Context: an optimization exercise on an open-source flow, tuned for small area, a short achievable clock period and few clock cycles per item. The choices shown serve that exercise and are no tape-out recipe. Only simulation tests tie the RTL to the original design; equivalence was not proved. No activity file was given, so power comes from the tool's default toggle rates.

File: design.v
module el2_exu_div_ctl
  (
   input logic           clk,                        
   input logic           rst_l,                      
   input logic           dp_valid,                   
   input logic           dp_unsign,                  
   input logic           dp_rem,                     
   input logic  [31:0]   dividend,                   
   input logic  [31:0]   divisor,                    
   input logic           cancel,                     
   output logic          finish_dly,                 
   output logic [31:0]   out                         
  );
   logic        sv_ff;                  
   logic        it_ff;                  
   logic        fin_ff;                 
   logic [3:0]  cnt_ff;                 
   logic        busy, last;
   logic [31:0] r_ff;                   
   logic [31:0] q_ff;                   
   logic [32:0] b_ff;                   
   logic        rem_ff, neg_ff;         
   assign busy = sv_ff | it_ff;
   assign last = it_ff & (cnt_ff == 4'd0);
   wire  sa = ~dp_unsign & dividend[31];
   wire  sb = ~dp_unsign & divisor[31];
   wire  bz = (divisor == 32'b0);
   wire [31:0] abs_a, abs_b;
   div_cneg_in u_nega (.s(sa), .x(dividend), .y(abs_a));
   div_cneg_in u_negb (.s(sb), .x(divisor),  .y(abs_b));
   wire        q1, d1_co, q2, d2_co;
   wire [31:0] r1, d2;
   div_step34 u_s1 (.en(it_ff), .x({2'b0, r_ff}), .b({1'b0, b_ff}), .q(q1), .co(d1_co), .y(r1));
   div_step33 u_s2 (.en(it_ff), .x({1'b0, r1}), .b({1'b0, b_ff[32:1]}), .q(q2), .co(d2_co), .y(d2));
   wire [31:0] r2_n = busy ? r1 : abs_a;
   wire [31:0] r_next = q2 ? d2 : r2_n;
   wire early = ~d1_co;
   wire [5:0] clza, clzb;
   div_clz32 u_clza (.x(r_ff), .n(clza));
   div_clz32 u_clzb (.x(b_ff[31:0]), .n(clzb));
   wire [5:0]  sdiff = clzb - clza;                     
   wire        bzero = clzb[5];
   wire [3:0]  m     = (bzero | ~sv_ff) ? 4'hf : sdiff[4:1];
   wire [32:0] b_rot;
   div_rot33 u_rot (.b(b_ff), .m(m), .y(b_rot));
   always_ff @(posedge clk or negedge rst_l) begin
      if (!rst_l) begin
         sv_ff  <= 1'b0;
         it_ff  <= 1'b0;
         fin_ff <= 1'b0;
      end
      else begin
         sv_ff  <= dp_valid & ~cancel;
         it_ff  <= ~cancel & ((sv_ff & ~early) | (it_ff & (cnt_ff != 4'd0)));
         fin_ff <= ~cancel & last;
      end
   end
   always_ff @(posedge clk) begin
      cnt_ff <= sv_ff ? m : cnt_ff - 4'd1;
      r_ff   <= r_next;
      q_ff   <= it_ff ? ((last & rem_ff) ? r_next : {q_ff[29:0], q1, q2}) :
                sv_ff ? 32'b0 : (abs_a & {32{dp_rem}});
      b_ff   <= busy ? b_rot : {1'b0, abs_b};
      if (!busy) begin
         rem_ff <= dp_rem;
         neg_ff <= dp_rem ? sa : (sa ^ sb) & ~bz;
      end
   end
   wire [31:0] ans;
   div_cneg_out u_nego (.s(neg_ff), .x(q_ff), .y(ans));
   assign out        = ans;
   assign finish_dly = ~cancel & (fin_ff | (sv_ff & early));
endmodule  
module div_cneg_in (input logic s, input logic [31:0] x, output logic [31:0] y);
   wire yy_po_l0_1 = x[1] | x[0];
   wire yy_po_l0_3 = x[3] | x[2];
   wire yy_po_l0_5 = x[5] | x[4];
   wire yy_po_l0_7 = x[7] | x[6];
   wire yy_po_l0_9 = x[9] | x[8];
   wire yy_po_l0_11 = x[11] | x[10];
   wire yy_po_l0_13 = x[13] | x[12];
   wire yy_po_l0_15 = x[15] | x[14];
   wire yy_po_l0_17 = x[17] | x[16];
   wire yy_po_l0_19 = x[19] | x[18];
   wire yy_po_l0_21 = x[21] | x[20];
   wire yy_po_l0_23 = x[23] | x[22];
   wire yy_po_l0_25 = x[25] | x[24];
   wire yy_po_l0_27 = x[27] | x[26];
   wire yy_po_l0_29 = x[29] | x[28];
   wire yy_po_l1_2 = x[2] | yy_po_l0_1;
   wire yy_po_l1_3 = yy_po_l0_3 | yy_po_l0_1;
   wire yy_po_l1_6 = x[6] | yy_po_l0_5;
   wire yy_po_l1_7 = yy_po_l0_7 | yy_po_l0_5;
   wire yy_po_l1_10 = x[10] | yy_po_l0_9;
   wire yy_po_l1_11 = yy_po_l0_11 | yy_po_l0_9;
   wire yy_po_l1_14 = x[14] | yy_po_l0_13;
   wire yy_po_l1_15 = yy_po_l0_15 | yy_po_l0_13;
   wire yy_po_l1_18 = x[18] | yy_po_l0_17;
   wire yy_po_l1_19 = yy_po_l0_19 | yy_po_l0_17;
   wire yy_po_l1_22 = x[22] | yy_po_l0_21;
   wire yy_po_l1_23 = yy_po_l0_23 | yy_po_l0_21;
   wire yy_po_l1_26 = x[26] | yy_po_l0_25;
   wire yy_po_l1_27 = yy_po_l0_27 | yy_po_l0_25;
   wire yy_po_l1_30 = x[30] | yy_po_l0_29;
   wire yy_po_l2_4 = x[4] | yy_po_l1_3;
   wire yy_po_l2_5 = yy_po_l0_5 | yy_po_l1_3;
   wire yy_po_l2_6 = yy_po_l1_6 | yy_po_l1_3;
   wire yy_po_l2_7 = yy_po_l1_7 | yy_po_l1_3;
   wire yy_po_l2_12 = x[12] | yy_po_l1_11;
   wire yy_po_l2_13 = yy_po_l0_13 | yy_po_l1_11;
   wire yy_po_l2_14 = yy_po_l1_14 | yy_po_l1_11;
   wire yy_po_l2_15 = yy_po_l1_15 | yy_po_l1_11;
   wire yy_po_l2_20 = x[20] | yy_po_l1_19;
   wire yy_po_l2_21 = yy_po_l0_21 | yy_po_l1_19;
   wire yy_po_l2_22 = yy_po_l1_22 | yy_po_l1_19;
   wire yy_po_l2_23 = yy_po_l1_23 | yy_po_l1_19;
   wire yy_po_l2_28 = x[28] | yy_po_l1_27;
   wire yy_po_l2_29 = yy_po_l0_29 | yy_po_l1_27;
   wire yy_po_l2_30 = yy_po_l1_30 | yy_po_l1_27;
   wire yy_po_l3_8 = x[8] | yy_po_l2_7;
   wire yy_po_l3_9 = yy_po_l0_9 | yy_po_l2_7;
   wire yy_po_l3_10 = yy_po_l1_10 | yy_po_l2_7;
   wire yy_po_l3_11 = yy_po_l1_11 | yy_po_l2_7;
   wire yy_po_l3_12 = yy_po_l2_12 | yy_po_l2_7;
   wire yy_po_l3_13 = yy_po_l2_13 | yy_po_l2_7;
   wire yy_po_l3_14 = yy_po_l2_14 | yy_po_l2_7;
   wire yy_po_l3_15 = yy_po_l2_15 | yy_po_l2_7;
   wire yy_po_l3_24 = x[24] | yy_po_l2_23;
   wire yy_po_l3_25 = yy_po_l0_25 | yy_po_l2_23;
   wire yy_po_l3_26 = yy_po_l1_26 | yy_po_l2_23;
   wire yy_po_l3_27 = yy_po_l1_27 | yy_po_l2_23;
   wire yy_po_l3_28 = yy_po_l2_28 | yy_po_l2_23;
   wire yy_po_l3_29 = yy_po_l2_29 | yy_po_l2_23;
   wire yy_po_l3_30 = yy_po_l2_30 | yy_po_l2_23;
   wire yy_po_l4_16 = x[16] | yy_po_l3_15;
   wire yy_po_l4_17 = yy_po_l0_17 | yy_po_l3_15;
   wire yy_po_l4_18 = yy_po_l1_18 | yy_po_l3_15;
   wire yy_po_l4_19 = yy_po_l1_19 | yy_po_l3_15;
   wire yy_po_l4_20 = yy_po_l2_20 | yy_po_l3_15;
   wire yy_po_l4_21 = yy_po_l2_21 | yy_po_l3_15;
   wire yy_po_l4_22 = yy_po_l2_22 | yy_po_l3_15;
   wire yy_po_l4_23 = yy_po_l2_23 | yy_po_l3_15;
   wire yy_po_l4_24 = yy_po_l3_24 | yy_po_l3_15;
   wire yy_po_l4_25 = yy_po_l3_25 | yy_po_l3_15;
   wire yy_po_l4_26 = yy_po_l3_26 | yy_po_l3_15;
   wire yy_po_l4_27 = yy_po_l3_27 | yy_po_l3_15;
   wire yy_po_l4_28 = yy_po_l3_28 | yy_po_l3_15;
   wire yy_po_l4_29 = yy_po_l3_29 | yy_po_l3_15;
   wire yy_po_l4_30 = yy_po_l3_30 | yy_po_l3_15;
   wire [30:0] yy_po;
   assign yy_po[0] = x[0];
   assign yy_po[1] = yy_po_l0_1;
   assign yy_po[2] = yy_po_l1_2;
   assign yy_po[3] = yy_po_l1_3;
   assign yy_po[4] = yy_po_l2_4;
   assign yy_po[5] = yy_po_l2_5;
   assign yy_po[6] = yy_po_l2_6;
   assign yy_po[7] = yy_po_l2_7;
   assign yy_po[8] = yy_po_l3_8;
   assign yy_po[9] = yy_po_l3_9;
   assign yy_po[10] = yy_po_l3_10;
   assign yy_po[11] = yy_po_l3_11;
   assign yy_po[12] = yy_po_l3_12;
   assign yy_po[13] = yy_po_l3_13;
   assign yy_po[14] = yy_po_l3_14;
   assign yy_po[15] = yy_po_l3_15;
   assign yy_po[16] = yy_po_l4_16;
   assign yy_po[17] = yy_po_l4_17;
   assign yy_po[18] = yy_po_l4_18;
   assign yy_po[19] = yy_po_l4_19;
   assign yy_po[20] = yy_po_l4_20;
   assign yy_po[21] = yy_po_l4_21;
   assign yy_po[22] = yy_po_l4_22;
   assign yy_po[23] = yy_po_l4_23;
   assign yy_po[24] = yy_po_l4_24;
   assign yy_po[25] = yy_po_l4_25;
   assign yy_po[26] = yy_po_l4_26;
   assign yy_po[27] = yy_po_l4_27;
   assign yy_po[28] = yy_po_l4_28;
   assign yy_po[29] = yy_po_l4_29;
   assign yy_po[30] = yy_po_l4_30;
   wire [31:0] yy;
   assign yy[0] = x[0];
   assign yy[31:1] = x[31:1] ^ ({31{s}} & yy_po);
   assign y = yy;
endmodule
module div_cneg_out (input logic s, input logic [31:0] x, output logic [31:0] y);
   wire yy_po_l0_1 = x[1] | x[0];
   wire yy_po_l0_3 = x[3] | x[2];
   wire yy_po_l0_5 = x[5] | x[4];
   wire yy_po_l0_7 = x[7] | x[6];
   wire yy_po_l0_9 = x[9] | x[8];
   wire yy_po_l0_11 = x[11] | x[10];
   wire yy_po_l0_13 = x[13] | x[12];
   wire yy_po_l0_15 = x[15] | x[14];
   wire yy_po_l0_17 = x[17] | x[16];
   wire yy_po_l0_19 = x[19] | x[18];
   wire yy_po_l0_21 = x[21] | x[20];
   wire yy_po_l0_23 = x[23] | x[22];
   wire yy_po_l0_25 = x[25] | x[24];
   wire yy_po_l0_27 = x[27] | x[26];
   wire yy_po_l0_29 = x[29] | x[28];
   wire yy_po_l1_2 = x[2] | yy_po_l0_1;
   wire yy_po_l1_3 = yy_po_l0_3 | yy_po_l0_1;
   wire yy_po_l1_6 = x[6] | yy_po_l0_5;
   wire yy_po_l1_7 = yy_po_l0_7 | yy_po_l0_5;
   wire yy_po_l1_10 = x[10] | yy_po_l0_9;
   wire yy_po_l1_11 = yy_po_l0_11 | yy_po_l0_9;
   wire yy_po_l1_14 = x[14] | yy_po_l0_13;
   wire yy_po_l1_15 = yy_po_l0_15 | yy_po_l0_13;
   wire yy_po_l1_18 = x[18] | yy_po_l0_17;
   wire yy_po_l1_19 = yy_po_l0_19 | yy_po_l0_17;
   wire yy_po_l1_22 = x[22] | yy_po_l0_21;
   wire yy_po_l1_23 = yy_po_l0_23 | yy_po_l0_21;
   wire yy_po_l1_26 = x[26] | yy_po_l0_25;
   wire yy_po_l1_27 = yy_po_l0_27 | yy_po_l0_25;
   wire yy_po_l1_30 = x[30] | yy_po_l0_29;
   wire yy_po_l2_4 = x[4] | yy_po_l1_3;
   wire yy_po_l2_5 = yy_po_l0_5 | yy_po_l1_3;
   wire yy_po_l2_6 = yy_po_l1_6 | yy_po_l1_3;
   wire yy_po_l2_7 = yy_po_l1_7 | yy_po_l1_3;
   wire yy_po_l2_12 = x[12] | yy_po_l1_11;
   wire yy_po_l2_13 = yy_po_l0_13 | yy_po_l1_11;
   wire yy_po_l2_14 = yy_po_l1_14 | yy_po_l1_11;
   wire yy_po_l2_15 = yy_po_l1_15 | yy_po_l1_11;
   wire yy_po_l2_20 = x[20] | yy_po_l1_19;
   wire yy_po_l2_21 = yy_po_l0_21 | yy_po_l1_19;
   wire yy_po_l2_22 = yy_po_l1_22 | yy_po_l1_19;
   wire yy_po_l2_23 = yy_po_l1_23 | yy_po_l1_19;
   wire yy_po_l2_28 = x[28] | yy_po_l1_27;
   wire yy_po_l2_29 = yy_po_l0_29 | yy_po_l1_27;
   wire yy_po_l2_30 = yy_po_l1_30 | yy_po_l1_27;
   wire yy_po_l3_8 = x[8] | yy_po_l2_7;
   wire yy_po_l3_9 = yy_po_l0_9 | yy_po_l2_7;
   wire yy_po_l3_10 = yy_po_l1_10 | yy_po_l2_7;
   wire yy_po_l3_11 = yy_po_l1_11 | yy_po_l2_7;
   wire yy_po_l3_12 = yy_po_l2_12 | yy_po_l2_7;
   wire yy_po_l3_13 = yy_po_l2_13 | yy_po_l2_7;
   wire yy_po_l3_14 = yy_po_l2_14 | yy_po_l2_7;
   wire yy_po_l3_15 = yy_po_l2_15 | yy_po_l2_7;
   wire yy_po_l3_24 = x[24] | yy_po_l2_23;
   wire yy_po_l3_25 = yy_po_l0_25 | yy_po_l2_23;
   wire yy_po_l3_26 = yy_po_l1_26 | yy_po_l2_23;
   wire yy_po_l3_27 = yy_po_l1_27 | yy_po_l2_23;
   wire yy_po_l3_28 = yy_po_l2_28 | yy_po_l2_23;
   wire yy_po_l3_29 = yy_po_l2_29 | yy_po_l2_23;
   wire yy_po_l3_30 = yy_po_l2_30 | yy_po_l2_23;
   wire yy_po_l4_16 = x[16] | yy_po_l3_15;
   wire yy_po_l4_17 = yy_po_l0_17 | yy_po_l3_15;
   wire yy_po_l4_18 = yy_po_l1_18 | yy_po_l3_15;
   wire yy_po_l4_19 = yy_po_l1_19 | yy_po_l3_15;
   wire yy_po_l4_20 = yy_po_l2_20 | yy_po_l3_15;
   wire yy_po_l4_21 = yy_po_l2_21 | yy_po_l3_15;
   wire yy_po_l4_22 = yy_po_l2_22 | yy_po_l3_15;
   wire yy_po_l4_23 = yy_po_l2_23 | yy_po_l3_15;
   wire yy_po_l4_24 = yy_po_l3_24 | yy_po_l3_15;
   wire yy_po_l4_25 = yy_po_l3_25 | yy_po_l3_15;
   wire yy_po_l4_26 = yy_po_l3_26 | yy_po_l3_15;
   wire yy_po_l4_27 = yy_po_l3_27 | yy_po_l3_15;
   wire yy_po_l4_28 = yy_po_l3_28 | yy_po_l3_15;
   wire yy_po_l4_29 = yy_po_l3_29 | yy_po_l3_15;
   wire yy_po_l4_30 = yy_po_l3_30 | yy_po_l3_15;
   wire [30:0] yy_po;
   assign yy_po[0] = x[0];
   assign yy_po[1] = yy_po_l0_1;
   assign yy_po[2] = yy_po_l1_2;
   assign yy_po[3] = yy_po_l1_3;
   assign yy_po[4] = yy_po_l2_4;
   assign yy_po[5] = yy_po_l2_5;
   assign yy_po[6] = yy_po_l2_6;
   assign yy_po[7] = yy_po_l2_7;
   assign yy_po[8] = yy_po_l3_8;
   assign yy_po[9] = yy_po_l3_9;
   assign yy_po[10] = yy_po_l3_10;
   assign yy_po[11] = yy_po_l3_11;
   assign yy_po[12] = yy_po_l3_12;
   assign yy_po[13] = yy_po_l3_13;
   assign yy_po[14] = yy_po_l3_14;
   assign yy_po[15] = yy_po_l3_15;
   assign yy_po[16] = yy_po_l4_16;
   assign yy_po[17] = yy_po_l4_17;
   assign yy_po[18] = yy_po_l4_18;
   assign yy_po[19] = yy_po_l4_19;
   assign yy_po[20] = yy_po_l4_20;
   assign yy_po[21] = yy_po_l4_21;
   assign yy_po[22] = yy_po_l4_22;
   assign yy_po[23] = yy_po_l4_23;
   assign yy_po[24] = yy_po_l4_24;
   assign yy_po[25] = yy_po_l4_25;
   assign yy_po[26] = yy_po_l4_26;
   assign yy_po[27] = yy_po_l4_27;
   assign yy_po[28] = yy_po_l4_28;
   assign yy_po[29] = yy_po_l4_29;
   assign yy_po[30] = yy_po_l4_30;
   wire [31:0] yy;
   assign yy[0] = x[0];
   assign yy[31:1] = x[31:1] ^ ({31{s}} & yy_po);
   assign y = yy;
endmodule
module div_step34 (input logic en, input logic [33:0] x, input logic [33:0] b, output logic q, output logic co, output logic [31:0] y);
   wire [33:0] d_p0 = x ^ ~b;
   wire [33:0] d_g0 = x & ~b;
   wire d_g1_1 = d_g0[1] | (d_p0[1] & (d_g0[0] | d_p0[0]));
   wire d_g1_3 = d_g0[3] | (d_p0[3] & d_g0[2]);
   wire d_p1_3 = d_p0[3] & d_p0[2];
   wire d_g1_5 = d_g0[5] | (d_p0[5] & d_g0[4]);
   wire d_p1_5 = d_p0[5] & d_p0[4];
   wire d_g1_7 = d_g0[7] | (d_p0[7] & d_g0[6]);
   wire d_p1_7 = d_p0[7] & d_p0[6];
   wire d_g1_9 = d_g0[9] | (d_p0[9] & d_g0[8]);
   wire d_p1_9 = d_p0[9] & d_p0[8];
   wire d_g1_11 = d_g0[11] | (d_p0[11] & d_g0[10]);
   wire d_p1_11 = d_p0[11] & d_p0[10];
   wire d_g1_13 = d_g0[13] | (d_p0[13] & d_g0[12]);
   wire d_p1_13 = d_p0[13] & d_p0[12];
   wire d_g1_15 = d_g0[15] | (d_p0[15] & d_g0[14]);
   wire d_p1_15 = d_p0[15] & d_p0[14];
   wire d_g1_17 = d_g0[17] | (d_p0[17] & d_g0[16]);
   wire d_p1_17 = d_p0[17] & d_p0[16];
   wire d_g1_19 = d_g0[19] | (d_p0[19] & d_g0[18]);
   wire d_p1_19 = d_p0[19] & d_p0[18];
   wire d_g1_21 = d_g0[21] | (d_p0[21] & d_g0[20]);
   wire d_p1_21 = d_p0[21] & d_p0[20];
   wire d_g1_23 = d_g0[23] | (d_p0[23] & d_g0[22]);
   wire d_p1_23 = d_p0[23] & d_p0[22];
   wire d_g1_25 = d_g0[25] | (d_p0[25] & d_g0[24]);
   wire d_p1_25 = d_p0[25] & d_p0[24];
   wire d_g1_27 = d_g0[27] | (d_p0[27] & d_g0[26]);
   wire d_p1_27 = d_p0[27] & d_p0[26];
   wire d_g1_29 = d_g0[29] | (d_p0[29] & d_g0[28]);
   wire d_p1_29 = d_p0[29] & d_p0[28];
   wire d_g1_31 = d_g0[31] | (d_p0[31] & d_g0[30]);
   wire d_p1_31 = d_p0[31] & d_p0[30];
   wire d_g1_33 = d_g0[33] | (d_p0[33] & d_g0[32]);
   wire d_p1_33 = d_p0[33] & d_p0[32];
   wire d_g2_3 = d_g1_3 | (d_p1_3 & d_g1_1);
   wire d_g2_7 = d_g1_7 | (d_p1_7 & d_g1_5);
   wire d_p2_7 = d_p1_7 & d_p1_5;
   wire d_g2_11 = d_g1_11 | (d_p1_11 & d_g1_9);
   wire d_p2_11 = d_p1_11 & d_p1_9;
   wire d_g2_15 = d_g1_15 | (d_p1_15 & d_g1_13);
   wire d_p2_15 = d_p1_15 & d_p1_13;
   wire d_g2_19 = d_g1_19 | (d_p1_19 & d_g1_17);
   wire d_p2_19 = d_p1_19 & d_p1_17;
   wire d_g2_23 = d_g1_23 | (d_p1_23 & d_g1_21);
   wire d_p2_23 = d_p1_23 & d_p1_21;
   wire d_g2_27 = d_g1_27 | (d_p1_27 & d_g1_25);
   wire d_p2_27 = d_p1_27 & d_p1_25;
   wire d_g2_31 = d_g1_31 | (d_p1_31 & d_g1_29);
   wire d_p2_31 = d_p1_31 & d_p1_29;
   wire d_g3_7 = d_g2_7 | (d_p2_7 & d_g2_3);
   wire d_g3_15 = d_g2_15 | (d_p2_15 & d_g2_11);
   wire d_p3_15 = d_p2_15 & d_p2_11;
   wire d_g3_23 = d_g2_23 | (d_p2_23 & d_g2_19);
   wire d_p3_23 = d_p2_23 & d_p2_19;
   wire d_g3_31 = d_g2_31 | (d_p2_31 & d_g2_27);
   wire d_p3_31 = d_p2_31 & d_p2_27;
   wire d_g4_15 = d_g3_15 | (d_p3_15 & d_g3_7);
   wire d_g4_31 = d_g3_31 | (d_p3_31 & d_g3_23);
   wire d_p4_31 = d_p3_31 & d_p3_23;
   wire d_g5_31 = d_g4_31 | (d_p4_31 & d_g4_15);
   wire d_g7_23 = d_g3_23 | (d_p3_23 & d_g4_15);
   wire d_g8_11 = d_g2_11 | (d_p2_11 & d_g3_7);
   wire d_g8_19 = d_g2_19 | (d_p2_19 & d_g4_15);
   wire d_g8_27 = d_g2_27 | (d_p2_27 & d_g7_23);
   wire d_g9_5 = d_g1_5 | (d_p1_5 & d_g2_3);
   wire d_g9_9 = d_g1_9 | (d_p1_9 & d_g3_7);
   wire d_g9_13 = d_g1_13 | (d_p1_13 & d_g8_11);
   wire d_g9_17 = d_g1_17 | (d_p1_17 & d_g4_15);
   wire d_g9_21 = d_g1_21 | (d_p1_21 & d_g8_19);
   wire d_g9_25 = d_g1_25 | (d_p1_25 & d_g7_23);
   wire d_g9_29 = d_g1_29 | (d_p1_29 & d_g8_27);
   wire d_g9_33 = d_g1_33 | (d_p1_33 & d_g5_31);
   wire d_g10_2 = d_g0[2] | (d_p0[2] & d_g1_1);
   wire d_g10_4 = d_g0[4] | (d_p0[4] & d_g2_3);
   wire d_g10_6 = d_g0[6] | (d_p0[6] & d_g9_5);
   wire d_g10_8 = d_g0[8] | (d_p0[8] & d_g3_7);
   wire d_g10_10 = d_g0[10] | (d_p0[10] & d_g9_9);
   wire d_g10_12 = d_g0[12] | (d_p0[12] & d_g8_11);
   wire d_g10_14 = d_g0[14] | (d_p0[14] & d_g9_13);
   wire d_g10_16 = d_g0[16] | (d_p0[16] & d_g4_15);
   wire d_g10_18 = d_g0[18] | (d_p0[18] & d_g9_17);
   wire d_g10_20 = d_g0[20] | (d_p0[20] & d_g8_19);
   wire d_g10_22 = d_g0[22] | (d_p0[22] & d_g9_21);
   wire d_g10_24 = d_g0[24] | (d_p0[24] & d_g7_23);
   wire d_g10_26 = d_g0[26] | (d_p0[26] & d_g9_25);
   wire d_g10_28 = d_g0[28] | (d_p0[28] & d_g8_27);
   wire d_g10_30 = d_g0[30] | (d_p0[30] & d_g9_29);
   wire d_g10_32 = d_g0[32] | (d_p0[32] & d_g5_31);
   wire [33:0] d_c = {d_g9_33, d_g10_32, d_g5_31, d_g10_30, d_g9_29, d_g10_28, d_g8_27, d_g10_26, d_g9_25, d_g10_24, d_g7_23, d_g10_22, d_g9_21, d_g10_20, d_g8_19, d_g10_18, d_g9_17, d_g10_16, d_g4_15, d_g10_14, d_g9_13, d_g10_12, d_g8_11, d_g10_10, d_g9_9, d_g10_8, d_g3_7, d_g10_6, d_g9_5, d_g10_4, d_g2_3, d_g10_2, d_g1_1, (d_g0[0] | d_p0[0])};
   wire [33:0] d = d_p0 ^ {d_c[32:0], 1'b1};
   wire d_co = d_c[33];
   assign co = d_co;
   assign q  = en & d_co;
   assign y  = q ? d[31:0] : x[31:0];
endmodule
module div_step33 (input logic en, input logic [32:0] x, input logic [32:0] b, output logic q, output logic co, output logic [31:0] y);
   wire [32:0] d_p0 = x ^ ~b;
   wire [32:0] d_g0 = x & ~b;
   wire d_g1_1 = d_g0[1] | (d_p0[1] & (d_g0[0] | d_p0[0]));
   wire d_g1_3 = d_g0[3] | (d_p0[3] & d_g0[2]);
   wire d_p1_3 = d_p0[3] & d_p0[2];
   wire d_g1_5 = d_g0[5] | (d_p0[5] & d_g0[4]);
   wire d_p1_5 = d_p0[5] & d_p0[4];
   wire d_g1_7 = d_g0[7] | (d_p0[7] & d_g0[6]);
   wire d_p1_7 = d_p0[7] & d_p0[6];
   wire d_g1_9 = d_g0[9] | (d_p0[9] & d_g0[8]);
   wire d_p1_9 = d_p0[9] & d_p0[8];
   wire d_g1_11 = d_g0[11] | (d_p0[11] & d_g0[10]);
   wire d_p1_11 = d_p0[11] & d_p0[10];
   wire d_g1_13 = d_g0[13] | (d_p0[13] & d_g0[12]);
   wire d_p1_13 = d_p0[13] & d_p0[12];
   wire d_g1_15 = d_g0[15] | (d_p0[15] & d_g0[14]);
   wire d_p1_15 = d_p0[15] & d_p0[14];
   wire d_g1_17 = d_g0[17] | (d_p0[17] & d_g0[16]);
   wire d_p1_17 = d_p0[17] & d_p0[16];
   wire d_g1_19 = d_g0[19] | (d_p0[19] & d_g0[18]);
   wire d_p1_19 = d_p0[19] & d_p0[18];
   wire d_g1_21 = d_g0[21] | (d_p0[21] & d_g0[20]);
   wire d_p1_21 = d_p0[21] & d_p0[20];
   wire d_g1_23 = d_g0[23] | (d_p0[23] & d_g0[22]);
   wire d_p1_23 = d_p0[23] & d_p0[22];
   wire d_g1_25 = d_g0[25] | (d_p0[25] & d_g0[24]);
   wire d_p1_25 = d_p0[25] & d_p0[24];
   wire d_g1_27 = d_g0[27] | (d_p0[27] & d_g0[26]);
   wire d_p1_27 = d_p0[27] & d_p0[26];
   wire d_g1_29 = d_g0[29] | (d_p0[29] & d_g0[28]);
   wire d_p1_29 = d_p0[29] & d_p0[28];
   wire d_g1_31 = d_g0[31] | (d_p0[31] & d_g0[30]);
   wire d_p1_31 = d_p0[31] & d_p0[30];
   wire d_g2_3 = d_g1_3 | (d_p1_3 & d_g1_1);
   wire d_g2_7 = d_g1_7 | (d_p1_7 & d_g1_5);
   wire d_p2_7 = d_p1_7 & d_p1_5;
   wire d_g2_11 = d_g1_11 | (d_p1_11 & d_g1_9);
   wire d_p2_11 = d_p1_11 & d_p1_9;
   wire d_g2_15 = d_g1_15 | (d_p1_15 & d_g1_13);
   wire d_p2_15 = d_p1_15 & d_p1_13;
   wire d_g2_19 = d_g1_19 | (d_p1_19 & d_g1_17);
   wire d_p2_19 = d_p1_19 & d_p1_17;
   wire d_g2_23 = d_g1_23 | (d_p1_23 & d_g1_21);
   wire d_p2_23 = d_p1_23 & d_p1_21;
   wire d_g2_27 = d_g1_27 | (d_p1_27 & d_g1_25);
   wire d_p2_27 = d_p1_27 & d_p1_25;
   wire d_g2_31 = d_g1_31 | (d_p1_31 & d_g1_29);
   wire d_p2_31 = d_p1_31 & d_p1_29;
   wire d_g3_7 = d_g2_7 | (d_p2_7 & d_g2_3);
   wire d_g3_15 = d_g2_15 | (d_p2_15 & d_g2_11);
   wire d_p3_15 = d_p2_15 & d_p2_11;
   wire d_g3_23 = d_g2_23 | (d_p2_23 & d_g2_19);
   wire d_p3_23 = d_p2_23 & d_p2_19;
   wire d_g3_31 = d_g2_31 | (d_p2_31 & d_g2_27);
   wire d_p3_31 = d_p2_31 & d_p2_27;
   wire d_g4_15 = d_g3_15 | (d_p3_15 & d_g3_7);
   wire d_g4_31 = d_g3_31 | (d_p3_31 & d_g3_23);
   wire d_p4_31 = d_p3_31 & d_p3_23;
   wire d_g5_31 = d_g4_31 | (d_p4_31 & d_g4_15);
   wire d_g7_23 = d_g3_23 | (d_p3_23 & d_g4_15);
   wire d_g8_11 = d_g2_11 | (d_p2_11 & d_g3_7);
   wire d_g8_19 = d_g2_19 | (d_p2_19 & d_g4_15);
   wire d_g8_27 = d_g2_27 | (d_p2_27 & d_g7_23);
   wire d_g9_5 = d_g1_5 | (d_p1_5 & d_g2_3);
   wire d_g9_9 = d_g1_9 | (d_p1_9 & d_g3_7);
   wire d_g9_13 = d_g1_13 | (d_p1_13 & d_g8_11);
   wire d_g9_17 = d_g1_17 | (d_p1_17 & d_g4_15);
   wire d_g9_21 = d_g1_21 | (d_p1_21 & d_g8_19);
   wire d_g9_25 = d_g1_25 | (d_p1_25 & d_g7_23);
   wire d_g9_29 = d_g1_29 | (d_p1_29 & d_g8_27);
   wire d_g10_2 = d_g0[2] | (d_p0[2] & d_g1_1);
   wire d_g10_4 = d_g0[4] | (d_p0[4] & d_g2_3);
   wire d_g10_6 = d_g0[6] | (d_p0[6] & d_g9_5);
   wire d_g10_8 = d_g0[8] | (d_p0[8] & d_g3_7);
   wire d_g10_10 = d_g0[10] | (d_p0[10] & d_g9_9);
   wire d_g10_12 = d_g0[12] | (d_p0[12] & d_g8_11);
   wire d_g10_14 = d_g0[14] | (d_p0[14] & d_g9_13);
   wire d_g10_16 = d_g0[16] | (d_p0[16] & d_g4_15);
   wire d_g10_18 = d_g0[18] | (d_p0[18] & d_g9_17);
   wire d_g10_20 = d_g0[20] | (d_p0[20] & d_g8_19);
   wire d_g10_22 = d_g0[22] | (d_p0[22] & d_g9_21);
   wire d_g10_24 = d_g0[24] | (d_p0[24] & d_g7_23);
   wire d_g10_26 = d_g0[26] | (d_p0[26] & d_g9_25);
   wire d_g10_28 = d_g0[28] | (d_p0[28] & d_g8_27);
   wire d_g10_30 = d_g0[30] | (d_p0[30] & d_g9_29);
   wire d_g10_32 = d_g0[32] | (d_p0[32] & d_g5_31);
   wire [32:0] d_c = {d_g10_32, d_g5_31, d_g10_30, d_g9_29, d_g10_28, d_g8_27, d_g10_26, d_g9_25, d_g10_24, d_g7_23, d_g10_22, d_g9_21, d_g10_20, d_g8_19, d_g10_18, d_g9_17, d_g10_16, d_g4_15, d_g10_14, d_g9_13, d_g10_12, d_g8_11, d_g10_10, d_g9_9, d_g10_8, d_g3_7, d_g10_6, d_g9_5, d_g10_4, d_g2_3, d_g10_2, d_g1_1, (d_g0[0] | d_p0[0])};
   wire [32:0] d = d_p0 ^ {d_c[31:0], 1'b1};
   wire d_co = d_c[32];
   assign co = d_co;
   assign q  = en & d_co;
   assign y  = d[31:0];
endmodule
module div_clz32 (input logic [31:0] x, output logic [5:0] n);
   wire c_v0_0 = x[1] | x[0];
   wire c_z0_0 = ~x[1];
   wire c_v0_1 = x[3] | x[2];
   wire c_z0_1 = ~x[3];
   wire c_v0_2 = x[5] | x[4];
   wire c_z0_2 = ~x[5];
   wire c_v0_3 = x[7] | x[6];
   wire c_z0_3 = ~x[7];
   wire c_v0_4 = x[9] | x[8];
   wire c_z0_4 = ~x[9];
   wire c_v0_5 = x[11] | x[10];
   wire c_z0_5 = ~x[11];
   wire c_v0_6 = x[13] | x[12];
   wire c_z0_6 = ~x[13];
   wire c_v0_7 = x[15] | x[14];
   wire c_z0_7 = ~x[15];
   wire c_v0_8 = x[17] | x[16];
   wire c_z0_8 = ~x[17];
   wire c_v0_9 = x[19] | x[18];
   wire c_z0_9 = ~x[19];
   wire c_v0_10 = x[21] | x[20];
   wire c_z0_10 = ~x[21];
   wire c_v0_11 = x[23] | x[22];
   wire c_z0_11 = ~x[23];
   wire c_v0_12 = x[25] | x[24];
   wire c_z0_12 = ~x[25];
   wire c_v0_13 = x[27] | x[26];
   wire c_z0_13 = ~x[27];
   wire c_v0_14 = x[29] | x[28];
   wire c_z0_14 = ~x[29];
   wire c_v0_15 = x[31] | x[30];
   wire c_z0_15 = ~x[31];
   wire c_v1_0 = c_v0_1 | c_v0_0;
   wire c_z1_0_0 = c_v0_1 ? c_z0_1 : c_z0_0;
   wire c_v1_1 = c_v0_3 | c_v0_2;
   wire c_z1_1_0 = c_v0_3 ? c_z0_3 : c_z0_2;
   wire c_v1_2 = c_v0_5 | c_v0_4;
   wire c_z1_2_0 = c_v0_5 ? c_z0_5 : c_z0_4;
   wire c_v1_3 = c_v0_7 | c_v0_6;
   wire c_z1_3_0 = c_v0_7 ? c_z0_7 : c_z0_6;
   wire c_v1_4 = c_v0_9 | c_v0_8;
   wire c_z1_4_0 = c_v0_9 ? c_z0_9 : c_z0_8;
   wire c_v1_5 = c_v0_11 | c_v0_10;
   wire c_z1_5_0 = c_v0_11 ? c_z0_11 : c_z0_10;
   wire c_v1_6 = c_v0_13 | c_v0_12;
   wire c_z1_6_0 = c_v0_13 ? c_z0_13 : c_z0_12;
   wire c_v1_7 = c_v0_15 | c_v0_14;
   wire c_z1_7_0 = c_v0_15 ? c_z0_15 : c_z0_14;
   wire c_v2_0 = c_v1_1 | c_v1_0;
   wire c_z2_0_0 = c_v1_1 ? ~c_v0_3 : ~c_v0_1;
   wire c_z2_0_1 = c_v1_1 ? c_z1_1_0 : c_z1_0_0;
   wire c_v2_1 = c_v1_3 | c_v1_2;
   wire c_z2_1_0 = c_v1_3 ? ~c_v0_7 : ~c_v0_5;
   wire c_z2_1_1 = c_v1_3 ? c_z1_3_0 : c_z1_2_0;
   wire c_v2_2 = c_v1_5 | c_v1_4;
   wire c_z2_2_0 = c_v1_5 ? ~c_v0_11 : ~c_v0_9;
   wire c_z2_2_1 = c_v1_5 ? c_z1_5_0 : c_z1_4_0;
   wire c_v2_3 = c_v1_7 | c_v1_6;
   wire c_z2_3_0 = c_v1_7 ? ~c_v0_15 : ~c_v0_13;
   wire c_z2_3_1 = c_v1_7 ? c_z1_7_0 : c_z1_6_0;
   wire c_v3_0 = c_v2_1 | c_v2_0;
   wire c_z3_0_0 = c_v2_1 ? ~c_v1_3 : ~c_v1_1;
   wire c_z3_0_1 = c_v2_1 ? c_z2_1_0 : c_z2_0_0;
   wire c_z3_0_2 = c_v2_1 ? c_z2_1_1 : c_z2_0_1;
   wire c_v3_1 = c_v2_3 | c_v2_2;
   wire c_z3_1_0 = c_v2_3 ? ~c_v1_7 : ~c_v1_5;
   wire c_z3_1_1 = c_v2_3 ? c_z2_3_0 : c_z2_2_0;
   wire c_z3_1_2 = c_v2_3 ? c_z2_3_1 : c_z2_2_1;
   wire c_v4_0 = c_v3_1 | c_v3_0;
   wire c_z4_0_0 = c_v3_1 ? ~c_v2_3 : ~c_v2_1;
   wire c_z4_0_1 = c_v3_1 ? c_z3_1_0 : c_z3_0_0;
   wire c_z4_0_2 = c_v3_1 ? c_z3_1_1 : c_z3_0_1;
   wire c_z4_0_3 = c_v3_1 ? c_z3_1_2 : c_z3_0_2;
   wire [5:0] c = {~c_v4_0, c_v4_0 & ~c_v3_1, c_v4_0 & c_z4_0_0, c_v4_0 & c_z4_0_1, c_v4_0 & c_z4_0_2, c_v4_0 & c_z4_0_3};
   assign n = c;
endmodule
module div_rot33 (input logic [32:0] b, input logic [3:0] m, output logic [32:0] y);
   wire [32:0] b_r1  = {b[31:0], b[32]};
   wire [32:0] b_r2  = m[0] ? {b_r1[30:0], b_r1[32:31]} : b_r1;
   wire [32:0] b_r4  = m[1] ? {b_r2[28:0], b_r2[32:29]} : b_r2;
   wire [32:0] b_r8  = m[2] ? {b_r4[24:0], b_r4[32:25]} : b_r4;
   assign y          = m[3] ? {b_r8[16:0], b_r8[32:17]} : b_r8;
endmodule
File: flow/extra_vars
SKIP_INCREMENTAL_REPAIR=1
File: config.mk
export PLATFORM = sky130hd
export DESIGN_NAME = el2_exu_div_ctl
export DESIGN_NICKNAME = el2_exu_div_ctl
export VERILOG_FILES = /design/flow/design.v
export SDC_FILE = /design/flow/constraint.sdc
export NUM_CORES = 8
export LEC_CHECK = 0
export CAP_MARGIN = 40
export CORE_MARGIN = 2
export CORE_UTILIZATION = 55
export SETUP_SLACK_MARGIN = 5
export SLEW_MARGIN = 40
export SYNTH_HIERARCHICAL = 1
export SYNTH_MINIMUM_KEEP_SIZE = 0
File: flow/run.sh
#!/bin/bash
# The standard layout (standard.sh), with these changes in how the layout is made:
#  - every input and output port still gets its own buffer, but a plain buf_1
#    (OpenROAD's buffer_ports -buffer_cell) instead of the default delay buffer;
#    the resizer upsizes it where timing needs;
#  - any further ORFS variables listed in flow/extra_vars (one NAME=value per line).
# make's output goes to flow.log; ORFS keeps each step's own log under orfs/logs.
set -euo pipefail
MARGIN=${MARGIN:-6.8}
PORTBUF=${PORTBUF:-sky130_fd_sc_hd__buf_1}
EXTRA="'BUFFER_PORTS_ARGS=-buffer_cell ${PORTBUF}'"
if [[ -f flow/extra_vars ]]; then
  while read -r line; do
    [[ -z "$line" || "$line" == \#* ]] && continue
    EXTRA="$EXTRA '$line'"
  done < flow/extra_vars
fi
sed -E -e "s/SETUP_SLACK_MARGIN=[^ ]+/SETUP_SLACK_MARGIN=${MARGIN}/" \
       -e "s|CLKGATE_MAP_FILE= |CLKGATE_MAP_FILE= ${EXTRA} |" \
       standard.sh > standard_mod.sh
grep -q "BUFFER_PORTS_ARGS" standard_mod.sh
bash standard_mod.sh > flow.log 2>&1
File: standard.sh
#!/bin/bash
# synth_recipe.tcl (not shown) runs the flow's synth.tcl, then flattens the netlist and writes it again
# the make line also repeats each setting of config.mk as NAME=value (left out here)
make -C /OpenROAD-flow-scripts/flow DESIGN_CONFIG=/design/flow/config.mk WORK_HOME=/design/flow/orfs CLKGATE_MAP_FILE= SYNTH_SCRIPT=/design/flow/synth_recipe.tcl "${@:-finish}"
File: constraint.sdc
create_clock -name core_clock -period 12.0 [get_ports {clk}]
set_input_delay 2.4000 -clock core_clock [delete_from_list [all_inputs] [get_ports {clk}]]
set_output_delay 2.4000 -clock core_clock [all_outputs]
set_load 0.01 [all_outputs]
==> results.ini, run 1 <==
[timing]
fin_crit_ps=5270
maxSlewViolCount=0
setup_viol=0
setup_tns_ps=0
period_share=0.439
slew-limit-headroom=0.373
fin_skew_ps=14.0
tightestPinTransition_ps=938
fmax_mhz=190
hold_viol_final=0

[clock_network]
clockRootBuffer=clkbuf_16
cts_hold_buf=0
cts_htree_levels=3
cts_setup_buffers=13
clock_sinks=106
worstSkewPairLatency_ps=370
cts.clk_slew.worst_paths_ps=80
cts_made_buffers=9
clockBufferDepth=2
ctsResizeCount=77
cts_tree=built

[logic_synthesis]
syn_inst=1264
syn_area_mm2=0.0124
synth-warning-count=7
avgSynthCellArea_um2=9.78

[run_status]
outcome=no timing/DRC/antenna violations

[power]
power.leakage_nw=5.56
power.density_mw_per_mm2=297
combinationalPowerShare=0.714
p_sw_frac=0.485
irDropWorstVdd_mv=0.177
p_switching_mw=1.94
clockPowerShare=0.077
intPower_mw=2.05
power_frac_seq=0.209

[detailed_routing]
drtIter0Drc=637
ant_nets=0
wl_per_cell_um=21.5
drt_wl_total_mm=35.0
remaining_drc_errors=0
vias=10200
dr.pass1.iters=4
vias_per_cell=6.26

[global_routing]
grt_antenna_before_repair=0
grt.total_usage=0.303
grt_pass1_vias=10000
grt_overflow=0
grt_pass1_wl_mm=56.1
grt_max_degree=51

[worst_setup_path]
cp_top_family=compound AO/OA/AOI/OAI gates
worst-setup-path-type=reg -> reg
rr_startpoint=b_ff[9]
cp_slowest_stage_delay_ps=490
path_cells=inv_1 > ha_1 > a21oi_2 > o21ai_0 > a21oi_2 > a31oi_4 > o41ai_4 > buf_12 > mux2i_2 > inv_1 > ha_1 > fa_1 > nand2b_1 > a21oi_2 > o2111ai_2 > o211a_4 > o21ai_4 > a21oi_1 > fa_1 > inv_1 > nand2_1 > o21ai_1 > a221o_1
cp_num_buf_inv=4
crit_start=b_ff[9]
worstPathArrival_ps=5520
required_ps=12250
end_kind=flip-flop
worst_path_max_delay_cell=fa_1
path_max_fanout=8
startpoint_type=flip-flop

[cells_and_area]
nNetsFinal=1514
fillers=1966
antennaDiodeCount=0
drive_gt1_frac=0.232
design_area_mm2=0.0134
area_delta_synth_final_pct=8.57

[run]
max_cap_viol_count=0

[floorplan]
core_mm2=0.0220
die_area_mm2=0.0237
ios=103
die_h_um=154
initial_core_util=0.563
die_w_um=154
rows=54

[hold_path]
worst_hold_startpoint=cnt_ff[0]
min_path_type=reg -> reg

[placement]
dp_hpwl_mm=26.9
placed_area_mm2=0.0128
globalplace.congestion=0.916
io_buffers=102

[layer usage]
metal  routed length (um)  global-route usage  vias up  share of wire
li1                     -                   -     4844              -
met1                15800               0.411     5083           0.45
met2                16900               0.509      229           0.48
met3                 1600              0.0533       36          0.046
met4                  641              0.0685        0          0.018
met5                    0                   0        -              0
[sequential cells by signal, summed over array words and instances, names as in the netlist]
| signal | flops |
|---|---|
| q_ff | 32 |
| it_ff | 1 |
| rem_ff | 1 |
| sv_ff | 1 |
| fin_ff | 1 |
| b_ff | 33 |
| r_ff | 32 |
| neg_ff | 1 |
| cnt_ff | 4 |
[power groups by stage]
stage | Sequential (mW) | Clock (mW) | Combinational (mW)
CTS | 0.825 | 0.312 | 2.83
finish | 0.834 | 0.309 | 2.85
detailed placement | 0.819 | 0 | 2.71
global route | 0.853 | 0.323 | 3.15
floorplan | 0.665 | 0 | 2.19
global placement | 0.829 | 0 | 2.68
[path summary, 6_finish.rpt]
check / to / slack [ps] / cells past startpoint
max: q_ff[30] / 6730 / 23
min: cnt_ff[0] / 480 / 1
max reg2reg: q_ff[30] / 6730 / 23
min reg2reg: cnt_ff[0] / 480 / 1
max in group asynchronous: sv_ff / 10020 / 1
min in group asynchronous: it_ff / 1820 / 1
[cell usage in the layout (no fill, tap or decap), types with 25 or more instances in the layout]
cell type and count:
xnor2_1 110, o21ai_2 36, o21ai_0 47, nand2_1 86, fa_1 32, mux4_2 59, mux2i_1 39, inv_1 118
a21oi_1 42, buf_1 101, dfxtp_1 69, and3_1 35, nor4_1 25, o31ai_1 29, mux2_2 35, nor2_1 40
ha_1 69, a221o_1 32
[per-stage QoR]
stage	power (mW)	hold slack, ps	utilization	std cells	worst slack, ps
after global routing	4.32	520	0.611	1627	6470
after detailed placement	3.53	472	0.583	1597	5460
after CTS	3.97	482	0.611	1627	6800
after floorplan	2.86	442	-	1268	6990
final	3.99	481	0.611	1627	6730
after global placement	3.51	472	0.580	1594	5550
[final cells by class]
class	instances	area (um^2)	area share
clock inverters	4	53.8	0.00401
multi-input cells	980	9450	0.705
clock buffers	12	236	0.0176
inverters	118	443	0.0330
well taps	280	350	0.0261
flip-flops and latches	106	2240	0.167
repair buffers	127	641	0.0478
Testbench counts, summed over its fixed seeds: cycles 18,134, items 3,200.
==> run 2: changes to the inputs <==
--- a/config.mk
+++ b/config.mk
@@ -8,5 +8,7 @@
 export CAP_MARGIN = 40
 export CORE_MARGIN = 2
-export CORE_UTILIZATION = 55
+export CORE_UTILIZATION = 40
+export CTS_CLUSTER_DIAMETER = 150
+export CTS_CLUSTER_SIZE = 40
 export SETUP_SLACK_MARGIN = 5
 export SLEW_MARGIN = 40
==> results.ini, run 2 <==
[detailed_routing]
ant_nets=0  ; unchanged
dr.pass1.iters=5  ; +1
wl_per_cell_um=20.1  ; -6.3%
drtIter0Drc=811  ; +27%
vias=10100  ; -0.47%
vias_per_cell=5.82  ; -7.0%
remaining_drc_errors=0  ; unchanged
drt_wl_total_mm=35.1  ; +0.29%

[worst_setup_path]
cp_top_family=compound AO/OA/AOI/OAI gates
cpMostUsedCell=a21o_1
required_ps=12260  ; about the same
worst_path_max_delay_cell=dfxtp_2
worstPathArrival_ps=5490  ; -30 ps
cp_num_buf_inv=3  ; -1
startpoint_type=flip-flop
path_cells=inv_1 > ha_1 > a21o_1 > a21o_1 > a21o_1 > o41ai_4 > buf_12 > mux2i_1 > inv_1 > ha_1 > fa_1 > nand2b_1 > a21oi_2 > o2111ai_2 > o211a_4 > o21ai_4 > a21boi_1 > fa_1 > xnor2_1 > nand2_1 > o21ai_2 > a221o_1
cp_slowest_stage_delay_ps=500  ; about the same
worst-setup-path-type=reg -> reg
end_kind=flip-flop
path_max_fanout=10  ; +2

[global_routing]
grt_max_degree=65  ; +27%
grt_pass1_wl_mm=56.2  ; +0.25%
grt.total_usage=0.218  ; -0.0852
grt_overflow=0  ; unchanged
grt_pass1_vias=10000  ; +0.20%
grt_antenna_before_repair=0  ; unchanged

[clock_network]
cts_hold_buf=0  ; unchanged
cts_made_buffers=9  ; unchanged
clockRootBuffer=clkbuf_16
cts_htree_levels=3  ; unchanged
cts.clk_slew.worst_paths_ps=80  ; about the same
clock_sinks=106  ; unchanged
cts_tree=built
worstSkewPairLatency_ps=370  ; about the same
cts_setup_buffers=10  ; -3
ctsResizeCount=62  ; -19%
clockBufferDepth=2  ; unchanged

[floorplan]
core_mm2=0.0305  ; +39%
rows=64  ; +19%
die_h_um=180  ; +17%
initial_core_util=0.405  ; -0.158
die_w_um=180  ; +17%
die_area_mm2=0.0323  ; +36%
ios=103  ; unchanged

[cells_and_area]
max_flop_register=b_ff
nNetsFinal=1513  ; -0.066%
largest_reg_flops=33  ; unchanged
layout_common_cells=118 x inv_1, 110 x xnor2_1, 100 x buf_1
antennaDiodeCount=0  ; unchanged
area_delta_synth_final_pct=9.60
largestRegisters=b_ff x33, q_ff x32, r_ff x32
final_util=0.444  ; -0.167
drive_gt1_frac=0.231  ; -0.00131
final_common_cell=inv_1

[timing]
fin_skew_ps=12.0  ; -2.03 ps
fmax_mhz=191  ; +0.75%
period_share=0.436  ; -0.00325
setup_viol=0  ; unchanged
setup_tns_ps=0  ; unchanged
tightestPinTransition_ps=834  ; -104 ps
fin_crit_ps=5230  ; -39.0 ps
maxSlewViolCount=0  ; unchanged
hold_viol_final=0  ; unchanged
slew-limit-headroom=0.444  ; +0.0708

[logic_synthesis]
avgSynthCellArea_um2=9.78  ; unchanged
syn_inst=1264  ; unchanged
syn_area_mm2=0.0124  ; unchanged
synth-warning-count=7  ; unchanged

[power]
irDropWorstVdd_mv=0.107  ; -39%
power.density_mw_per_mm2=292  ; -2.0%
power.leakage_nw=5.58  ; +0.27%

[run]
max_cap_viol_count=0  ; unchanged

[run_status]
outcome=no timing/DRC/antenna violations

[placement]
globalplace.congestion=0.885  ; -3.4%
dp_hpwl_mm=27.2  ; +0.95%
io_buffers=102  ; unchanged

[hold_path]
min_path_type=reg -> reg

==> run 2: through the flow <==
stage / power (mW) / setup WS (ps) / hold slack [ps] / instances / instance area, um^2
3_3_place_gp: 3.47 / 5510 / 476 / 1709 / 12900
5_1_grt: 4.29 / 6450 / 512 / 1742 / 13500
6_report: 3.95 / 6770 / 485 / 1742 / 13500
4_1_cts: 3.94 / 6800 / 488 / 1742 / 13500
3_5_place_dp: 3.53 / 5410 / 464 / 1714 / 13000
2_1_floorplan: 2.86 / 6990 / 442 / 1268 / 12400
==> run 2: final timing paths <==
check / startpoint / endpoint / slack [ps] / cells after the start
worst max-delay path: b_ff[29] / q_ff[29] / 6770 / 22
min in group asynchronous: rst_l / it_ff / 1820 / 1
worst min-delay path: cnt_ff[0] / cnt_ff[0] / 480 / 1
worst max register to register: b_ff[29] / q_ff[29] / 6770 / 22
worst min register to register: cnt_ff[0] / cnt_ff[0] / 480 / 1
max in group asynchronous: rst_l / sv_ff / 10020 / 1
==> run 2: cell type report <==
| type | instances | area [um^2] |
|---|---|---|
| Inverter | 118 | 443 |
| Tap cell | 396 | 495 |
| Multi-Input combinational cell | 981 | 9440 |
| Fill cell | 2920 | 17000 |
| Sequential cell | 106 | 2220 |
| Clock inverter | 6 | 56.3 |
| Clock buffer | 10 | 239 |
| Timing Repair Buffer | 125 | 651 |
==> run 2: worst register-to-register path, stage by stage (launching register included) <==
cell and delay [ps]:
dfxtp_2 500, inv_1 80, ha_1 360, a21o_1 180, a21o_1 170, a21o_1 220, o41ai_4 400, buf_12 170
mux2i_1 220, inv_1 60, ha_1 190, fa_1 380, nand2b_1 190, a21oi_2 180, o2111ai_2 190, o211a_4 330
o21ai_4 210, a21boi_1 120, fa_1 380, xnor2_1 170, nand2_1 100, o21ai_2 60, a221o_1 290
==> run 2: metal layers <==
layer / global-route usage / vias to the layer above / part of all wire / routed length [um]
li1: - / 4845 / - / -
met1: 0.267 / 4955 / 0.41 / 14300
met2: 0.391 / 282 / 0.51 / 17800
met3: 0.0377 / 62 / 0.058 / 2020
met4: 0.0637 / 0 / 0.026 / 916
met5: 0 / - / 0 / 0
==> run 2: where the power goes <==
part	leakage (nW)	switching (mW)	total [mW]	internal, mW
logic	4.53	1.46	2.81	1.36
clock network	0.137	0.157	0.308	0.151
registers	0.911	0.318	0.827	0.509
total	5.58	1.93	3.95	2.02
==> run 3: changes to the inputs <==
--- a/config.mk
+++ b/config.mk
@@ -6,11 +6,9 @@
 export NUM_CORES = 8
 export LEC_CHECK = 0
-export CAP_MARGIN = 40
+export CAP_MARGIN = 5
 export CORE_MARGIN = 2
 export CORE_UTILIZATION = 40
-export CTS_CLUSTER_DIAMETER = 150
-export CTS_CLUSTER_SIZE = 40
 export SETUP_SLACK_MARGIN = 5
-export SLEW_MARGIN = 40
+export SLEW_MARGIN = 5
 export SYNTH_HIERARCHICAL = 1
 export SYNTH_MINIMUM_KEEP_SIZE = 0
==> results.ini, run 3 <==
[floorplan]
ios=103  ; unchanged
initial_core_util=0.405  ; unchanged
die_area_mm2=0.0323  ; unchanged
core_mm2=0.0305  ; unchanged
die_h_um=180  ; unchanged
rows=64  ; unchanged
die_w_um=180  ; unchanged

[power]
total_power_mw=3.96  ; +0.26%
p_switching_mw=1.93  ; -0.18%
p_sw_frac=0.487  ; -0.00212
irDropWorstVdd_mv=0.101  ; -5.8%
power_frac_seq=0.212  ; +0.003
power.density_mw_per_mm2=294  ; +0.75%
intPower_mw=2.03  ; +0.67%
clockPowerShare=0.076  ; -0.002
combinationalPowerShare=0.712  ; about the same
power.leakage_nw=5.54  ; -0.75%

[worst_setup_path]
worstPathArrival_ps=5530  ; +40 ps
path_cells=ha_1 > o211ai_1 > a21oi_4 > o211ai_1 > buf_4 > a31oi_4 > o41ai_4 > buf_12 > mux2i_2 > inv_1 > ha_1 > fa_1 > nand2b_1 > a21oi_2 > o2111ai_2 > o211a_4 > o21ai_4 > a31oi_1 > fa_1 > xnor2_1 > nand2_1 > o21ai_2 > a221o_1
r2r_setup_slack_ps=6730  ; -40 ps
worst-setup-path-type=reg -> reg
cp_slowest_stage_delay_ps=470  ; -30 ps
cp_top_family=compound AO/OA/AOI/OAI gates
end_kind=flip-flop
cp_num_buf_inv=3  ; unchanged
rr_startpoint=r_ff[3]
r2r_end=q_ff[27]
worst_path_max_delay_cell=dfxtp_1
worstRegToRegCells=23  ; +4.5%
startpoint_type=flip-flop
path_max_fanout=6  ; -4
required_ps=12260  ; about the same

[clock_network]
cts_tree=built
clockRootBuffer=clkbuf_16
clockBufferDepth=2  ; unchanged
worstSkewPairLatency_ps=370  ; about the same
ctsResizeCount=70  ; +13%
cts_htree_levels=3  ; unchanged
cts_hold_buf=0  ; unchanged
cts.clk_slew.worst_paths_ps=80  ; about the same
cts_setup_buffers=11  ; +1
clock_sinks=106  ; unchanged
cts_made_buffers=9  ; unchanged

[cells_and_area]
fillers=2918  ; -0.068%
layout_common_cells=118 x inv_1, 110 x xnor2_1, 100 x buf_1
largest_reg_flops=33  ; unchanged
max_flop_register=b_ff
area_delta_synth_final_pct=9.06
final_common_cell=inv_1
drive_gt1_frac=0.230  ; -0.000802
seq_area_mm2=0.00223  ; +0.45%
antennaDiodeCount=0  ; unchanged
design_area_mm2=0.0135  ; -0.49%
multiInputGateArea_mm2=0.00944  ; about the same
largestRegisters=b_ff x33, q_ff x32, r_ff x32
nNetsFinal=1509  ; -0.26%

[detailed_routing]
vias_per_cell=5.83  ; +0.17%
drtIter0Drc=750  ; -7.5%
drt_wl_total_mm=35.1  ; about the same
vias=10100  ; -0.059%
remaining_drc_errors=0  ; unchanged
wl_per_cell_um=20.2  ; +0.30%
ant_nets=0  ; unchanged
dr.pass1.iters=4  ; -1

[logic_synthesis]
avgSynthCellArea_um2=9.78  ; unchanged
synth-warning-count=7  ; unchanged
syn_inst=1264  ; unchanged
syn_area_mm2=0.0124  ; unchanged

[global_routing]
grt_pass1_vias=10200  ; +1.1%
grt_antenna_before_repair=0  ; unchanged
grt_overflow=0  ; unchanged
grt_pass1_wl_mm=56.6  ; +0.64%
grt.total_usage=0.218  ; +0.000255
grt_max_degree=65  ; unchanged

[placement]
dp_hpwl_mm=27.0  ; -0.47%
dp_slack_ps=5420  ; +2.47 ps
placed_area_mm2=0.0129  ; -0.73%
globalplace.congestion=0.885  ; unchanged
io_buffers=102  ; unchanged

[timing]
fin_skew_ps=13.4  ; +1.39 ps
hold_viol_final=0  ; unchanged
period_share=0.439  ; +0.00355
maxSlewViolCount=0  ; unchanged
slew-limit-headroom=0.185  ; -0.259
tightestPinTransition_ps=1220  ; +383 ps
setup_ws_ps=6730  ; -42.7 ps
fmax_mhz=190  ; -0.81%
fin_crit_ps=5270  ; +42.7 ps
setup_viol=0  ; unchanged
setup_tns_ps=0  ; unchanged

[hold_path]
min_path_type=reg -> reg
hold_path_depth=1  ; unchanged
hold_end=cnt_ff[0]
worst_hold_startpoint=cnt_ff[0]

[run]
max_cap_viol_count=0  ; unchanged

[run_status]
outcome=no timing/DRC/antenna violations

==> run 3: metrics by stage <==
stage | util | instances | hold slack, ps
global route | 0.442 | 1738 | 510
CTS | 0.442 | 1738 | 487
floorplan | - | 1268 | 442
finish | 0.442 | 1738 | 484
detailed placement | 0.422 | 1709 | 470
global placement | 0.422 | 1709 | 476
==> run 3: worst reg2reg max path, cell delays in order (launching register included) <==
cell and delay, ps:
dfxtp_1 470, ha_1 320, o211ai_1 280, a21oi_4 60
o211ai_1 160, buf_4 170, a31oi_4 100, o41ai_4 330
buf_12 170, mux2i_2 230, inv_1 60, ha_1 190
fa_1 380, nand2b_1 190, a21oi_2 190, o2111ai_2 180
o211a_4 300, o21ai_4 250, a31oi_1 140, fa_1 400
xnor2_1 140, nand2_1 80, o21ai_2 80, a221o_1 300
==> run 3: final cells by class <==
cell class,count,share of cell area
multi-input cells,981,0.701
flip-flops and latches,106,0.165
repair buffers,121,0.0429
well taps,396,0.0368
inverters,118,0.0329
clock buffers,12,0.0190
clock inverters,4,0.00232
==> run 3: how the worst max path moves through the flow <==
stage	start	endpoint	slack, ps	depth (start not counted)
global route	b_ff[3]	q_ff[27]	6440	24
global placement	b_ff[23]	q_ff[3]	5510	21
finish	r_ff[3]	q_ff[27]	6730	23
detailed placement	b_ff[23]	q_ff[13]	5420	21
CTS	r_ff[3]	q_ff[27]	6800	23
floorplan	b_ff[27]	q_ff[27]	6990	23
==> run 3: per-layer routing <==
| layer | GRT usage | routed length [um] | vias up |
|---|---|---|---|
| li1 | - | - | 4819 |
| met1 | 0.269 | 14600 | 4993 |
| met2 | 0.398 | 18000 | 275 |
| met3 | 0.0282 | 1710 | 51 |
| met4 | 0.0602 | 746 | 0 |
| met5 | 0 | 0 | - |
==> run 3: power groups by stage <==
| stage | Clock, mW | Combinational [mW] | Sequential [mW] |
|---|---|---|---|
| after floorplan | 0 | 2.19 | 0.665 |
| after global placement | 0 | 2.65 | 0.827 |
| after global routing | 0.318 | 3.12 | 0.861 |
| final | 0.299 | 2.82 | 0.841 |
| after CTS | 0.306 | 2.81 | 0.831 |
| after detailed placement | 0 | 2.69 | 0.827 |
==> run 4: changes to the inputs <==
--- a/config.mk
+++ b/config.mk
@@ -6,9 +6,9 @@
 export NUM_CORES = 8
 export LEC_CHECK = 0
-export CAP_MARGIN = 5
+export CAP_MARGIN = 20
 export CORE_MARGIN = 2
 export CORE_UTILIZATION = 40
 export SETUP_SLACK_MARGIN = 5
-export SLEW_MARGIN = 5
+export SLEW_MARGIN = 20
 export SYNTH_HIERARCHICAL = 1
 export SYNTH_MINIMUM_KEEP_SIZE = 0
==> results.ini, run 4 <==
[run_status]
outcome=no timing/DRC/antenna violations

[clock_network]
clock_sinks=106  ; unchanged
cts_htree_levels=3  ; unchanged
cts_tree=built
cts_made_buffers=9  ; unchanged
worstSkewPairLatency_ps=370  ; about the same
cts_hold_buf=0  ; unchanged
cts_setup_buffers=11  ; unchanged
clockBufferDepth=2  ; unchanged
ctsResizeCount=70  ; unchanged
clockRootBuffer=clkbuf_16
cts.clk_slew.worst_paths_ps=80  ; about the same

[global_routing]
grt_pass1_wl_mm=56.6  ; unchanged
grt_pass1_vias=10200  ; unchanged
grt_max_degree=65  ; unchanged
grt_antenna_before_repair=0  ; unchanged
grt.total_usage=0.218  ; unchanged
grt_overflow=0  ; unchanged

[cells_and_area]
largest_reg_flops=33  ; unchanged
drive_gt1_frac=0.230  ; unchanged
nNetsFinal=1509  ; unchanged
final_common_cell=inv_1
area_delta_synth_final_pct=9.06  ; unchanged
largestRegisters=b_ff x33, q_ff x32, r_ff x32
layout_common_cells=118 x inv_1, 110 x xnor2_1, 100 x buf_1
max_flop_register=b_ff
antennaDiodeCount=0  ; unchanged

[timing]
fmax_mhz=190  ; unchanged
setup_ws_ps=6730  ; unchanged
maxSlewViolCount=0  ; unchanged
hold_viol_final=0  ; unchanged
period_share=0.439  ; unchanged
slew-limit-headroom=0.185  ; unchanged
setup_tns_ps=0  ; unchanged
setup_viol=0  ; unchanged
tightestPinTransition_ps=1220  ; unchanged
fin_crit_ps=5270  ; unchanged
fin_skew_ps=13.4  ; unchanged

[worst_setup_path]
required_ps=12260  ; about the same
startpoint_type=flip-flop
worstPathArrival_ps=5530  ; about the same
end_kind=flip-flop
worst-setup-path-type=reg -> reg
path_max_fanout=6  ; unchanged

[floorplan]
die_area_mm2=0.0323  ; unchanged
die_w_um=180  ; unchanged
initial_core_util=0.405  ; unchanged
rows=64  ; unchanged
core_mm2=0.0305  ; unchanged
die_h_um=180  ; unchanged
ios=103  ; unchanged

[run]
max_cap_viol_count=0  ; unchanged

[power]
power.density_mw_per_mm2=294  ; unchanged
total_power_mw=3.96  ; unchanged
irDropWorstVdd_mv=0.101  ; unchanged
power.leakage_nw=5.54  ; unchanged

[placement]
globalplace.congestion=0.885  ; unchanged
dp_hpwl_mm=27.0  ; unchanged
io_buffers=102  ; unchanged
dp_slack_ps=5420  ; unchanged

[detailed_routing]
wl_per_cell_um=20.2  ; unchanged
vias=10100  ; unchanged
remaining_drc_errors=0  ; unchanged
drt_wl_total_mm=35.1  ; unchanged
vias_per_cell=5.83  ; unchanged
drtIter0Drc=750  ; unchanged
dr.pass1.iters=4  ; unchanged
ant_nets=0  ; unchanged

[hold_path]
min_path_type=reg -> reg

[logic_synthesis]
syn_area_mm2=0.0124  ; unchanged
synth-warning-count=7  ; unchanged
avgSynthCellArea_um2=9.78  ; unchanged
syn_inst=1264  ; unchanged

[run 4: worst max-delay path: stages (launching register included)]
cell,delay (ps)
dfxtp_1,470
ha_1,320
o211ai_1,280
a21oi_4,60
o211ai_1,160
buf_4,170
a31oi_4,90
o41ai_4,320
buf_12,170
mux2i_2,230
inv_1,60
ha_1,190
fa_1,380
nand2b_1,190
a21oi_2,190
o2111ai_2,180
o211a_4,300
o21ai_4,240
a31oi_1,140
fa_1,400
xnor2_1,140
nand2_1,80
o21ai_2,80
a221o_1,300
[run 4: per-stage QoR]
stage	instance area, um^2	cells	utilization	hold WS (ps)
final	13500	1738	0.442	484
after global routing	13500	1738	0.442	510
after CTS	13500	1738	0.442	487
after detailed placement	12900	1709	0.422	470
after global placement	12900	1709	0.422	476
after floorplan	12400	1268	-	442
[run 4: cell type report]
cell class,instances,area (um^2)
Tap cell,396,495
Clock buffer,12,256
Inverter,118,443
Sequential cell,106,2230
Fill cell,2918,17000
Clock inverter,4,31.3
Multi-Input combinational cell,981,9440
Timing Repair Buffer,121,578
[run 4: metal layers]
layer | vias up | wire length, um | GRT usage
met1 | 4993 | 14600 | 0.269
met4 | 0 | 746 | 0.0602
li1 | 4819 | - | -
met3 | 51 | 1710 | 0.0282
met5 | - | 0 | 0
met2 | 275 | 18000 | 0.398
[run 4: power breakdown]
part	leakage, nW	internal (mW)	switching, mW	total (mW)
combinational	4.48	1.36	1.46	2.82
sequential	0.913	0.512	0.328	0.841
clock	0.144	0.154	0.145	0.299
total	5.54	2.03	1.93	3.96
[run 4: path summary, 6_finish.rpt]
path                       cells after the start  startpoint  slack (ps)         to
max                                           23     r_ff[3]        6730   q_ff[27]
min                                            1   cnt_ff[0]         480  cnt_ff[0]
max reg2reg                                   23     r_ff[3]        6730   q_ff[27]
min reg2reg                                    1   cnt_ff[0]         480  cnt_ff[0]
max in group asynchronous                      1       rst_l       10010      it_ff
min in group asynchronous                      1       rst_l        1820     fin_ff

-- static timing again, ports no longer ideal --
In the flow no input, the clock included, has a driving cell. The finished layouts below were timed again as built, in two steps.
Step 1 sets driving cells, clkbuf_16 on the clock port and buf_2 on the other inputs (assumed; they add their load-dependent delay and slew).
Step 2, shift: input delay + t, output delay - t, t = (earliest + latest rising clock arrival at the registers) / 2. This alone moves slack from input paths to output paths.
Slacks: ideal / step 1 / step 2; pairs: ideal / step 1.
run | t, ns | setup WS [ns] | hold slack, ns | worst setup path at the end
run 1 | 0.412 | 6.735 / 6.735 / 6.735 | 0.481 / 0.481 / 0.481 | register to register
run 2 | 0.418 | 6.774 / 6.740 / 6.770 | 0.485 / 0.485 / 0.485 | input to output
run 3 | 0.412 | 6.731 / 6.731 / 6.731 | 0.484 / 0.484 / 0.484 | register to register
run 4 | 0.412 | 6.731 / 6.731 / 6.731 | 0.484 / 0.484 / 0.484 | register to register
After both steps every run listed still meets setup and hold. The setup slack of run 2, which loses most, moves by -0.034 ns with the drivers and by -0.004 ns with both steps.
